Context: an optimization exercise on an open-source flow, tuned for small area. The choices shown serve that exercise and are no tape-out recipe. The RTL was checked by simulation tests, not by an equivalence proof against the original design. Power and IR drop assume default switching activity.

## top
module top(
	input						clk,
	input						rst_n,
	input 	[8-1:0]	pixel_in,
	input						valid_in,
	input	[2-1:0]color_in,
	input						last_col_in,
	input						last_pic_in,
	input	[3-1:0]	mode_in,
	output 	[8-1:0]	pixel_out,
	output						valid_out,
	output  [2-1:0]color_out,
	output						last_col_out,
	output						last_pic_out,
	output						finish_operation
);
For scale: roughly 3400 cells after synthesis, about 930 flip-flops, ~32 I/O pins, roughly 0.040 sq mm of cells after synthesis.
export LEC_CHECK = 0
export ABC_AREA = 1
export CAP_MARGIN = 20
export CORE_MARGIN = 2
export CORE_UTILIZATION = 75
export SLEW_MARGIN = 20
create_clock -name core_clock -period 10.0 [get_ports {clk}]
standard.sh (not shown) runs the stock make flow with config.mk's settings and CLKGATE_MAP_FILE= SYNTH_SCRIPT=/design/flow/synth_recipe.tcl, a recipe that flattens the netlist after the stock synthesis.
==> flow/flow/run.sh <==
#!/bin/bash
# The standard layout with two changes:
# - the synthesis maps with an area-oriented ABC script (flow/abc_area.script);
#   everything else in it is the standard flow's own synthesis script (synth_recipe.tcl)
# - clock tree synthesis adds no dummy loads (inverters that drive nothing)
set -euo pipefail
HERE=$(pwd)
cat > "$HERE/area_synth.tcl" <<EOT
proc abc {args} {
  set i [lsearch -exact \$args -script]
  if {\$i >= 0} { set args [lreplace \$args [expr {\$i+1}] [expr {\$i+1}] $HERE/flow/abc_area.script] }
  yosys abc {*}\$args
}
source $HERE/synth_recipe.tcl
EOT
bash standard.sh SYNTH_SCRIPT="$HERE/area_synth.tcl" \
  CTS_ARGS="-sink_clustering_enable -repair_clock_nets -dont_use_dummy_load -sink_clustering_size 16 -sink_clustering_max_diameter 50 -buf_list sky130_fd_sc_hd__clkbuf_8" \
  finish > standard.log 2>&1
==> flow/flow/abc_area.script <==
strash
dch -f
amap -m -F 3 -A 10
topo
stime -c
Then changed:
--- a/flow/design.v
+++ b/flow/design.v
@@ -395,21 +395,21 @@
 wire        pat  = (phase_r == P_PAT);
 always @(posedge clk) begin
     if (valid_r) begin
         xs <= {xs[119:0], data_in_r};
         s1_r <= s0;
         s2_r <= s1_r;
     end
     r_n <= r_w;
-    cl_buf <= end_col_r;
-    pl_buf <= end_pic_r;
     if (load) begin
         g_n <= g_w;
         b_n <= b_w;
+        cl_buf <= end_col_r;
+        pl_buf <= end_pic_r;
     end
 end
 always @(posedge clk or negedge rst_n) begin
     if (!rst_n) begin
         valid_r <= 1'b0;
         phase_r <= P_INIT1;
         ctype_r <= 1'b0;
         counter_r <= 3'd0;
@@ -529,37 +529,37 @@
 reg			full18, full36;		 
 reg [9:0]	s6_0, s3_0, s6_1, s3_1, s6_2, s3_2;
 wire		adv  = valid_in_reg && valid_count_0 == 2'd2;
 wire		wrap = counter_0 == 3'd5;
 wire [7:0]	pos8 = full18 ? line[143:136] : 8'd0;
 wire [7:0]	pos7 = full36 ? line[287:280] : 8'd0;
 wire [9:0]	h    = pos7 + pos8 + pixel_in_reg;
 wire [11:0]	sum9 = h + s3_0 + s6_0;
-reg  [1:0]	qh;
+reg  [2:0]	qh;
 reg  [3:0]	rh;
 reg  [4:0]	qt;
-reg  [5:0]	ql;
+reg  [4:0]	ql;
 reg  [3:0]	rl;
 integer		di;
 always @(*) begin
 	rh = sum9[11:8];
-	for (di = 7; di >= 6; di = di - 1) begin
+	for (di = 7; di >= 5; di = di - 1) begin
 		qt = {rh, sum9[di]};
-		qh[di-6] = qt >= 5'd9;
-		rh = qh[di-6] ? qt - 5'd9 : qt[3:0];
+		qh[di-5] = qt >= 5'd9;
+		rh = qh[di-5] ? qt - 5'd9 : qt[3:0];
 	end
-	rl = s9_1[9:6];
-	for (di = 5; di >= 0; di = di - 1) begin
+	rl = s9_1[8:5];
+	for (di = 4; di >= 0; di = di - 1) begin
 		qt = {rl, s9_1[di]};
 		ql[di] = qt >= 5'd9;
 		rl = ql[di] ? qt - 5'd9 : qt[3:0];
 	end
 end
-wire [7:0]	q_1  = {s9_1[11:10], ql};
+wire [7:0]	q_1  = {s9_1[11:9], ql};
 wire		upd = valid_in_reg && (state_0 == OUT || state_0 == INIT_2);
 always @(posedge clk) begin
 	if (valid_in_reg) line <= {line[279:0], pixel_in_reg};
 end
 always @(posedge clk or negedge rst_n) begin
 	if(!rst_n) begin
 		pixel_in_reg  <= 0;
 		valid_in_reg  <= 0;
@@ -622,17 +622,17 @@
 			s6_0 <= s6_1;
 			s3_0 <= s3_1;
 			s6_1 <= s6_2;
 			s3_1 <= s3_2;
 			s6_2 <= upd ? h : s6_0;
 			s3_2 <= upd ? s6_0 : s3_0;
 		end
 		oc_1 <= (valid_in_reg && state_0 == OUT) ? valid_count_0 : VOID;
-		s9_1 <= {qh, rh, sum9[5:0]};
+		s9_1 <= {qh, rh, sum9[4:0]};
 		last_col_1 <= last_col_in_reg;
 		last_pic_1 <= last_pic_in_reg;
 		oc_2 <= oc_1;
 		q_2 <= q_1;
 		last_col_2 <= last_col_1;
 		last_pic_2 <= last_pic_1;
 		pixel_out_reg <= q_2;
 		valid_out_reg <= oc_2 != VOID;
@@ -756,21 +756,24 @@
 	reg        ge_d;
 	wire       found = dv[msb];
 	wire [9:0] diff  = {1'b0, rem} - {2'b0, dv};
 	wire       ge    = ~diff[9];
 	wire [7:0] rem_s = ge ? diff[7:0] : rem[7:0];
 	wire [2:0] sh    = 3'd7 - msb;
 	always @(posedge clk) begin
 		ge_d <= ge;
-		counter <= state == FIND ? {1'b0, msb} : counter + 4'd1;
 		case (state)
 			IDLE: if (!valid_r) rem <= {1'b0, k_mean};
 			DONE: rem <= {1'b0, k_mean};
-			CALC: rem <= {rem_s, 1'b0};
+			FIND: counter <= {1'b0, msb};
+			CALC: begin
+				counter <= counter + 4'd1;
+				rem     <= {rem_s, 1'b0};
+			end
 			default: ;
 		endcase
 	end
 	always @(posedge clk or negedge rst_n) begin
 		if (~rst_n) begin
 			state   <= IDLE;
 			msb     <= 3'd7;
 			finish  <= 0;
Outcome:
- The new run completed without violations
- area after synthesis climbs by 0.37%
- power grows by 2.7%
- global-route usage goes down by 1.1 points
- cell area barely changes
- die area went up by 0.36%
- sequential power climbs by about 1%
- setup slack gets better by 120 ps
- flip-flop and latch count stays the same
- utilization barely changes
- combinational power is higher by 6.1%
- wire length fell by 1.6%
- first-iteration DRC count came out higher by 7.7%

==> separate check: timing with driven ports <==
No port has a modelled driver above. Below, the same layouts with a new extraction and two added sets of constraints.
Step 1, drivers: a clkbuf_16 drives clk and a buf_2 each remaining input, both assumed.
Step 2 also shifts input and output timing later by t, the mid clock arrival at the registers, as if the neighbouring blocks saw the same clock.
a / b / c = ideal ports / drivers / drivers and shift; a / b = the first two.
run	shift t [ns]	setup slack, ns	latest minus earliest clock arrival (ns)
the first run	0.725	0.869 / 0.869 / 0.869	0.082 / 0.083
the second run	0.730	0.987 / 0.987 / 0.987	0.077 / 0.077
After both steps setup and hold are still met in every run listed.
